What follows belongs to an exercise in optimizing a design on an open flow for a short achievable clock period and few clock cycles; a production flow would make more cautious choices. The RTL was checked by simulation tests, not by an equivalence proof against the original design. Power is estimated from default activity; no workload was simulated.

==> design.v <==
package cpu_package;
    typedef enum {
        ALU_ADD = 3'b000,
        ALU_SUB = 3'b001,
        ALU_AND = 3'b010,
        ALU_OR  = 3'b011
    } alu_function_t;
    typedef enum {
        R_TYPE = 0,
        I_TYPE,
        S_TYPE,
        B_TYPE,
        U_TYPE,
        J_TYPE
    } instruction_type_t;
endpackage
package cpu_control_package;
    typedef enum logic[6:0] {
        LOAD        = 7'b0000011,
        MISC_MEM    = 7'b0001111,
        OP_IMM      = 7'b0010011,
        AUIPC       = 7'b0010111,
        STORE       = 7'b0100011,
        OP          = 7'b0110011,
        LUI         = 7'b0110111,
        BRANCH      = 7'b1100011,
        JALR        = 7'b1100111,
        JAL         = 7'b1101111,
        SYSTEM      = 7'b1110011
    } opcode_type_t;
    localparam logic[2:0] SW = 3'b010;
    localparam logic[2:0] LW = 3'b010;
endpackage
module alu_decode(
    input cpu_package::instruction_type_t instruction_type,
    input logic[2:0] funct3,
    input logic[6:0] funct7,
    output cpu_package::alu_function_t alu_control
);
    always_comb begin
        alu_control = cpu_package::ALU_ADD;
        if (instruction_type == cpu_package::R_TYPE) begin
            case (funct7)
                7'b0000000: begin
                    alu_control = cpu_package::ALU_ADD;
                end
                7'b0100000: begin
                    alu_control = cpu_package::ALU_SUB;
                end
            endcase
        end
        if (instruction_type == cpu_package::B_TYPE) begin
            alu_control = cpu_package::ALU_SUB;
        end
    end
endmodule
module control_decode(
    input cpu_control_package::opcode_type_t opcode, 
    input logic[2:0] funct3,
    output logic reg_write,
    output logic alu_select,
    output logic dmem_write,
    output logic result_select,
    output logic branch,
    output cpu_package::instruction_type_t instruction_type
);
    always_comb begin
        reg_write = 0;
        alu_select = 0;
        dmem_write = 0;
        result_select = 0;
        branch = 0;
        instruction_type = cpu_package::R_TYPE;
        if (opcode == cpu_control_package::LOAD) begin
            instruction_type = cpu_package::I_TYPE;
            case (funct3)
                cpu_control_package::LW: begin
                    reg_write = 1;
                    alu_select = 1;
                    dmem_write = 0;
                    result_select = 1;
                    branch = 0;
                end
            endcase
        end
        if (opcode == cpu_control_package::STORE) begin
            instruction_type = cpu_package::S_TYPE;
            case (funct3)
                cpu_control_package::SW: begin
                    reg_write = 0;
                    alu_select = 1;
                    dmem_write = 1;
                    branch = 0;
                end
            endcase
        end
        if (opcode == cpu_control_package::OP_IMM) begin
            instruction_type = cpu_package::I_TYPE;
            reg_write = 1;
            alu_select = 1;
            dmem_write = 0;
            result_select = 0;
            branch = 0;
        end
        if (opcode == cpu_control_package::OP) begin
            instruction_type = cpu_package::R_TYPE;
            reg_write = 1;
            alu_select = 0;
            dmem_write = 0;
            result_select = 0;
            branch = 0;
        end
        if (opcode == cpu_control_package::BRANCH) begin
            instruction_type = cpu_package::B_TYPE;
            reg_write = 0;
            alu_select = 0;
            dmem_write = 0;
            branch = 1;
        end
    end
endmodule
module control(
    input logic[31:0] instruction,
    input logic alu_zero,
    output logic reg_write,
    output logic alu_select,
    output logic dmem_write,
    output logic result_select,
    output logic pc_select,
    output cpu_package::alu_function_t alu_control,
    output cpu_package::instruction_type_t instruction_type
);
    cpu_control_package::opcode_type_t opcode;
    assign opcode[6:0] = instruction[6:0];
    control_decode control_decode1(
        .opcode(opcode),
        .funct3(instruction[14:12]),
        .reg_write(reg_write),
        .alu_select(alu_select),
        .dmem_write(dmem_write),
        .result_select(result_select),
        .branch(branch),
        .instruction_type(instruction_type)
    );
    alu_decode alu_decode1(
        .instruction_type(instruction_type),
        .funct3(instruction[14:12]),
        .funct7(instruction[31:25]),
        .alu_control(alu_control)
    );
    assign pc_select = alu_zero & branch;
endmodule
module alu (
    input cpu_package::alu_function_t alu_control,
    input logic[31:0] a,
    input logic[31:0] b,
    output logic[31:0] result,
    output logic zero
);
    logic[31:0] b_inverted;
    logic[31:0] b_selected;
    logic[31:0] and_result;
    logic[31:0] or_result;
    logic[31:0] sum;
    logic carry_in;
    assign and_result = a & b;
    assign or_result = a | b;
    assign b_inverted = ~b;
    assign b_selected = alu_control == cpu_package::ALU_SUB ? b_inverted : b;
    assign carry_in   = alu_control == cpu_package::ALU_SUB ? 1 : 0;
    assign sum = a + b_selected + carry_in;
    assign zero = sum == 0 ? 1 : 0;
    always_comb begin
        case (alu_control)
            cpu_package::ALU_AND:
                result = and_result;
            cpu_package::ALU_OR:
                result = or_result;
            default:
                result = sum;
        endcase
    end
endmodule
module immediate_decode(
    input cpu_package::instruction_type_t instruction_type,
    input logic[31:0] instruction,
    output logic[31:0] immediate
);
    always_comb begin
        case (instruction_type)
            cpu_package::I_TYPE:
                immediate = {{20{instruction[31]}}, instruction[31:20]};
            cpu_package::S_TYPE:
                immediate = {{20{instruction[31]}}, instruction[31:25], instruction[11:7]};
            cpu_package::B_TYPE:
                immediate = {{19{instruction[31]}}, instruction[31], instruction[7], instruction[30:25], instruction[11:8], 1'b0};
            default:
                immediate = 0;
        endcase
    end
endmodule
module program_counter(
    input logic clk,
    input logic reset_n,
    input logic pc_select,
    input logic[31:0] branch_offset,
    output logic[31:0] pc
);
    logic[31:0] pc_next;
    logic[31:0] pc_normal, pc_branch;
    always_ff @(posedge clk, negedge reset_n) begin
        if (!reset_n)
            pc <= 0;
        else
            pc <= pc_next;
    end
    assign pc_normal = pc + 4;
    assign pc_branch = pc + branch_offset;
    assign pc_next = pc_select ? pc_branch : pc_normal;
endmodule
module reg_file(
    input logic clk,
    input logic write_enable,
    input logic[4:0] read_reg1,
    input logic[4:0] read_reg2,
    output logic[31:0] read_data1,
    output logic[31:0] read_data2,
    input logic[4:0] write_reg,
    input logic[31:0] write_data
);
    logic[31:0] registers [31:1];
    assign read_data1 = read_reg1 == 0 ? 32'd0 : registers[read_reg1];
    assign read_data2 = read_reg2 == 0 ? 32'd0 : registers[read_reg2];
    always_ff @(posedge clk) begin
        if (write_enable && write_reg != 0) begin
            registers[write_reg] <= write_data;
        end
    end
endmodule
module datapath(
    input logic clk,
    input logic reset_n,
    input logic reg_write,
    input logic alu_select,
    input logic dmem_write,
    input logic result_select,
    input logic pc_select,
    input cpu_package::alu_function_t alu_control,
    input cpu_package::instruction_type_t instruction_type,
    output logic[5:0] imem_reg,
    input logic[31:0] imem_data,
    output logic[5:0] dmem_reg,
    output logic[31:0] dmem_write_data,
    input logic[31:0] dmem_read_data,
    output logic alu_zero,
    output logic[31:0] instruction
);
    logic[31:0] pc;
    logic[31:0] immediate;
    logic[31:0] reg_data1, reg_data2;
    logic[31:0] alu_b, alu_result;
    logic[31:0] reg_write_data;
    program_counter pc1(
        .clk(clk),
        .reset_n(reset_n),
        .pc_select(pc_select),
        .branch_offset(immediate),
        .pc(pc)
    );
    assign imem_reg = pc;
    assign instruction = imem_data;
    reg_file reg_file1(
        .clk(clk), 
        .write_enable(reg_write),
        .read_reg1(instruction[19:15]), 
        .read_reg2(instruction[24:20]), 
        .read_data1(reg_data1), 
        .read_data2(reg_data2), 
        .write_reg(instruction[11:7]), 
        .write_data(reg_write_data)
    );
    immediate_decode imm_decode1(
        .instruction_type(instruction_type),
        .instruction(instruction),
        .immediate(immediate)
    );
    assign alu_b = alu_select ? immediate : reg_data2;
    alu alu1(
        .alu_control(alu_control),
        .a(reg_data1),
        .b(alu_b),
        .result(alu_result),
        .zero(alu_zero)
    );
    assign dmem_reg = alu_result;
    assign dmem_write_data = reg_data2;
    assign reg_write_data = result_select ? dmem_read_data : alu_result;
endmodule
module cpu_core(
    input logic clk,
    input logic reset_n,
    output logic[5:0] imem_reg,
    input logic[31:0] imem_data,
    output logic dmem_write,
    output logic[5:0] dmem_reg,
    output logic[31:0] dmem_write_data,
    input logic[31:0] dmem_read_data
);
    cpu_package::alu_function_t alu_control;
    cpu_package::instruction_type_t instruction_type;
    logic reg_write, alu_select, result_select, pc_select;
    logic alu_zero;
    logic[31:0] instruction;
    control control1(
        .instruction(instruction),
        .alu_zero(alu_zero),
        .reg_write(reg_write),
        .alu_select(alu_select),
        .dmem_write(dmem_write),
        .result_select(result_select),
        .pc_select(pc_select),
        .alu_control(alu_control),
        .instruction_type(instruction_type)
    );
    datapath datapath1(
        .clk(clk),
        .reset_n(reset_n),
        .reg_write(reg_write),
        .alu_select(alu_select),
        .dmem_write(dmem_write),
        .result_select(result_select),
        .pc_select(pc_select),
        .alu_control(alu_control),
        .instruction_type(instruction_type),
        .imem_reg(imem_reg),
        .imem_data(imem_data),
        .dmem_reg(dmem_reg),
        .dmem_write_data(dmem_write_data),
        .dmem_read_data(dmem_read_data),
        .alu_zero(alu_zero),
        .instruction(instruction)
    );
endmodule
==> run.sh <==
#!/bin/bash
# synth_recipe.tcl (not shown) runs the flow's synth.tcl, then flattens the netlist and writes it again
# the make line also repeats each setting of config.mk as NAME=value (left out here)
make -C /OpenROAD-flow-scripts/flow DESIGN_CONFIG=/design/flow/config.mk WORK_HOME=/design/flow/orfs CLKGATE_MAP_FILE= SYNTH_SCRIPT=/design/flow/synth_recipe.tcl finish
==> config.mk <==
export PLATFORM = sky130hd
export DESIGN_NAME = cpu_core
export DESIGN_NICKNAME = cpu_core
export VERILOG_FILES = /design/flow/design.v
export SDC_FILE = /design/flow/constraint.sdc
export NUM_CORES = 4
export LEC_CHECK = 0
export CAP_MARGIN = 20
export CORE_MARGIN = 2
export CORE_UTILIZATION = 40
export SLEW_MARGIN = 20
==> constraint.sdc <==
create_clock -name core_clock -period 7.2 [get_ports {clk}]
set_input_delay 1.4400 -clock core_clock [delete_from_list [all_inputs] [get_ports {clk}]]
set_output_delay 1.4400 -clock core_clock [all_outputs]
set_load 0.01 [all_outputs]
==> run summary <==
final cells by class:
type | count | share of cell area, %
timing repair buffer | 505 | 8.24
clock inverter | 71 | 1.19
clock buffer | 126 | 4.68
multi-input combinational | 1684 | 32.4
sequential | 998 | 49.9
inverter | 23 | 0.144
tap | 1637 | 3.41
logic make-up (layout without fill, tap and decap cells):
kind of cell,Yosys count,count (layout)
AO/OA/AOI/OAI,410,410
XOR/XNOR,48,48
adder cells (fa/ha/maj),38,38
buffers and inverters,241,725
flip-flops,998,998
multiplexers,670,670
AND/OR/NAND/NOR,518,518
how the worst min path moves through the flow:
| stage | startpoint | slack [ns] | depth (start not counted) | endpoint |
|---|---|---|---|---|
| finish | datapath1.pc1.pc[0]$_DFFE_PN0P_ | 0.75 | 1 | datapath1.pc1.pc[0]$_DFFE_PN0P_ |
| floorplan | datapath1.pc1.pc[0]$_DFFE_PN0P_ | 0.55 | 1 | datapath1.pc1.pc[0]$_DFFE_PN0P_ |
| global placement | datapath1.pc1.pc[0]$_DFFE_PN0P_ | 0.66 | 1 | datapath1.pc1.pc[0]$_DFFE_PN0P_ |
| detailed placement | datapath1.pc1.pc[0]$_DFFE_PN0P_ | 0.70 | 1 | datapath1.pc1.pc[0]$_DFFE_PN0P_ |
| global route | datapath1.pc1.pc[0]$_DFFE_PN0P_ | 0.75 | 1 | datapath1.pc1.pc[0]$_DFFE_PN0P_ |
| CTS | datapath1.pc1.pc[0]$_DFFE_PN0P_ | 0.71 | 1 | datapath1.pc1.pc[0]$_DFFE_PN0P_ |
worst register-to-register path, cell delays in order (launching register included):
cell and delay (ns):
edfxtp_1 0.42, mux4_2 0.49, mux4_2 0.49, nor2b_2 0.22, nor3_1 0.09, buf_4 0.16, mux2i_1 0.18, xnor2_1 0.09
ha_1 0.35, o21a_1 0.16, and3_1 0.21, o21ai_2 0.08, buf_4 0.17, a2111oi_4 0.40, buf_4 0.21, o21ai_0 0.13
a22oi_1 0.22, o2111ai_1 0.12, or4b_1 0.57, nor4_2 0.33, and3_1 0.32, buf_4 0.17, mux2i_1 0.21
registers in the layout, indices dropped and copies added (netlist names):
signal                         cells
datapath1.pc1.pc                   6
datapath1.reg_file1.registers    992
what timing repair did:
action	in CTS	in global routing
gates resized for setup	2	7
hold buffers	0	0
endpoints found under the setup margin	3	5
hold endpoints to repair	0	0
power by group:
part / internal (uW) / switching [uW]
Combinational: 1240 / 2020
Clock: 3190 / 2380
Sequential: 7240 / 1.59
metrics by stage:
step | hold slack, ns | worst slack [ns] | instance area, um^2 | cells
after global placement | 0.660 | -0.565 | 56300 | 4841
after detailed placement | 0.699 | -0.630 | 56300 | 4844
after floorplan | 0.554 | 0.00842 | 50100 | 2923
final | 0.749 | 0.144 | 60000 | 5044
after global routing | 0.749 | 0.0377 | 60000 | 5044
after CTS | 0.711 | 0.0102 | 59900 | 5041
cells in the mapped netlist, types with 19 or more instances:
cell,n
a211oi_1,25
a21o_1,24
a21oi_1,141
a221oi_1,42
buf_1,65
clkbuf_1,139
edfxtp_1,992
ha_1,36
inv_1,22
mux2i_1,155
mux4_2,497
nand2_1,228
nand3_1,28
nor2_1,125
nor2b_1,19
nor3_1,39
o21ai_0,77
o221ai_1,24
xnor2_1,43
routing by layer:
layer	wire, um	part of all wire [%]	track usage, %
met2	76400	44	40.4
met4	4550	2.6	7.38
met1	73500	42	41.3
met3	20200	12	6.45
met5	0	0	0
==> results.py <==
metrics = {
    "cells_and_area": {
        "layout_common_cells": "992 x edfxtp_1, 497 x mux4_2, 328 x buf_4",
        "multi_input_area_mm2": 0.0194,
        "utilization_pct": 48.5,
        "register_area_mm2": 0.0299,
        "drive_above_1_share_pct": 34.3,
        "mostFrequentLayoutCell": "edfxtp_1",
        "nFillCells": 10400,
        "fin_nets": 3423,
        "antenna_cells": 0,
        "area_growth_pct": 20.5,
    },
    "timing": {
        "rsz0062_at_grt": "no",
        "fmax_ghz": 0.142,
        "fin_worst_skew_ns": 0.0330,
        "layout_min_cycle_time_ns": 7.06,
        "fin_crit_sh_pct": 98.0,
        "setup_viol": 0,
        "slew_headroom_pct": 18.6,
        "tns_ns": 0,
        "maxSlewViolCount": 0,
        "finalHoldViolations": 0,
        "worst_slew_pin_slew_ns": 1.22,
    },
    "min_path": {
        "min_path_type": "flip-flop to flip-flop",
    },
    "placed_design": {
        "place_congestion": 0.951,
        "io_buffers": 110,
        "dpl.hpwl_um": 112000,
    },
    "worst_setup_path": {
        "crit_path_top_delay_cell": "clkdlybuf4s50_1",
        "cp-start-kind": "input pin",
        "worstPathCellList": "buf_8, buf_12, mux4_2, mux4_2, nor2b_2, nor3_1, buf_4, mux2i_1, xnor2_1, ha_1, buf_4, nand2_1, o21ai_1, buf_4, a21oi_1, xnor2_1, buf_4, clkdlybuf4s50_1",
        "critPathKind": "input pin to output pin",
        "cpLargestDelayFamily": "buffers and inverters",
        "ff2ff_setup_slack_ns": 1.29,
        "arrival_ns": 5.62,
        "cp_num_buf_inv": 7,
        "cp_max_fo": 9,
        "required_ns": 5.76,
        "worstSetupEndpointType": "output pin",
        "crit_start": "imem_data[20]",
        "r2r_end": "datapath1.pc1.pc[2]$_DFF_PN0_",
        "crit_path_max_incr_delay_ns": 0.54,
        "cp.depth": 18,
        "critPathCapture": "dmem_reg[5]",
        "r2r-start": "datapath1.reg_file1.registers[19][4]$_DFFE_PP_",
        "r2r_cells": 22,
        "cpMostUsedCell": "buf_4",
    },
    "yosys": {
        "yosysTopAreaCell": "edfxtp_1",
        "synth_edf_count": 992,
        "synth_fa_ha_area_share_pct": 0.985,
        "synth_top_area_share_pct": 59.8,
        "synth_cell_types": 79,
        "yosys-top-cells-area": "edfxtp_1 60%, mux4_2 22%, mux2i_1 3.1%",
        "yosysWarnings": 7,
        "seq_area_frac_synth_pct": 60.1,
        "ys_ff_latch": 998,
        "yosys.area_share.simple_pct": 4.72,
        "synth_xor_area_share_pct": 0.844,
        "syn-instance-count": 2923,
        "avgSynthCellArea_um2": 17.0,
        "synth_top_family_by_area": "multiplexers",
        "synth_async_sr_flop_share_pct": 0.601,
        "synth.mux.area_fraction_pct": 26.0,
        "synth_compound_area_share_pct": 5.45,
        "ys.flop_type": "edfxtp_1",
        "synth.net_count": 3027,
        "synth_area_mm2": 0.0498,
    },
    "floorplanning": {
        "num_io_pins": 111,
        "rows": 129,
        "coreArea_mm2": 0.124,
        "start_util_pct": 40.3,
        "die_h_um": 357,
        "die_w_um": 357,
        "die-area_mm2": 0.127,
    },
    "clocking": {
        "cts_buffers": 107,
        "clk_pin_slew_ns": 0.06,
        "cts_tree": "yes",
        "cts_setup_buffers": 0,
        "clock-root-buffer": "clkbuf_16",
        "clockBufferDepth": 3,
        "cts.sinks": 998,
        "htree_num_levels": 3,
        "clkLatencyLatePin_ns": 0.72,
    },
    "grt": {
        "grt_pass1_wl_um": 246000,
        "grt_overflow": 0,
        "grt_usage_pct": 27.5,
        "antenna_found_initial": 2,
        "grt_start_max_net_pins": 50,
        "first_global_vias": 32800,
    },
    "power_and_ir_drop": {
        "max-vdd-ir-drop_uv": 224,
        "pwr_density_cell_mw_per_mm2": 268,
        "cellLeakagePower_uw": 0.0200,
        "power_uw": 16100,
    },
    "detailed_routing": {
        "drt.antenna.violating_nets": 0,
        "num_vias": 32500,
        "first_pass_iters": 6,
        "drt_iter0_drc": 4193,
        "routed_wl_um": 175000,
        "route.detailed.drc": 0,
        "wl_per_cell_um": 34.6,
        "vias_per_cell": 6.44,
    },
    "outcome": {
        "status": "timing/DRC/antenna clean",
    },
    "job": {
        "drv_cap": 0,
    },
}
Testbench counts, summed over its fixed seeds: cycles 32,076.

afterwards: timing with drivers on the ports:
How much do the figures lean on ideal ports? The routed layout below was timed once more, with nothing changed but the port constraints.
Step 1 sets driving cells, clkbuf_16 on the clock port and buf_2 on the other inputs (assumed; they add their load-dependent delay and slew).
Step 2 adds t to the input delays and takes it off the output delays; t is the mean of the earliest and latest rising clock arrival at the registers after step 1. Input paths then give back, and output paths get back, about the clock's delay inside the block.
Three values: ideal, step 1, step 2; two values: the first two.
t (ns): 0.778
slack for setup (ns): 0.144 / 0.087 / -0.232
hold slack, ns: 0.749 / 0.749 / 0.749
worst setup path after step 2: input to register
worst slew at a driven data input, ns: 0.06
With both steps, setup timing fails in this run, where it was met with ideal ports. For this run, drivers alone change the setup slack by -0.057 ns; drivers and shift together by -0.376 ns.
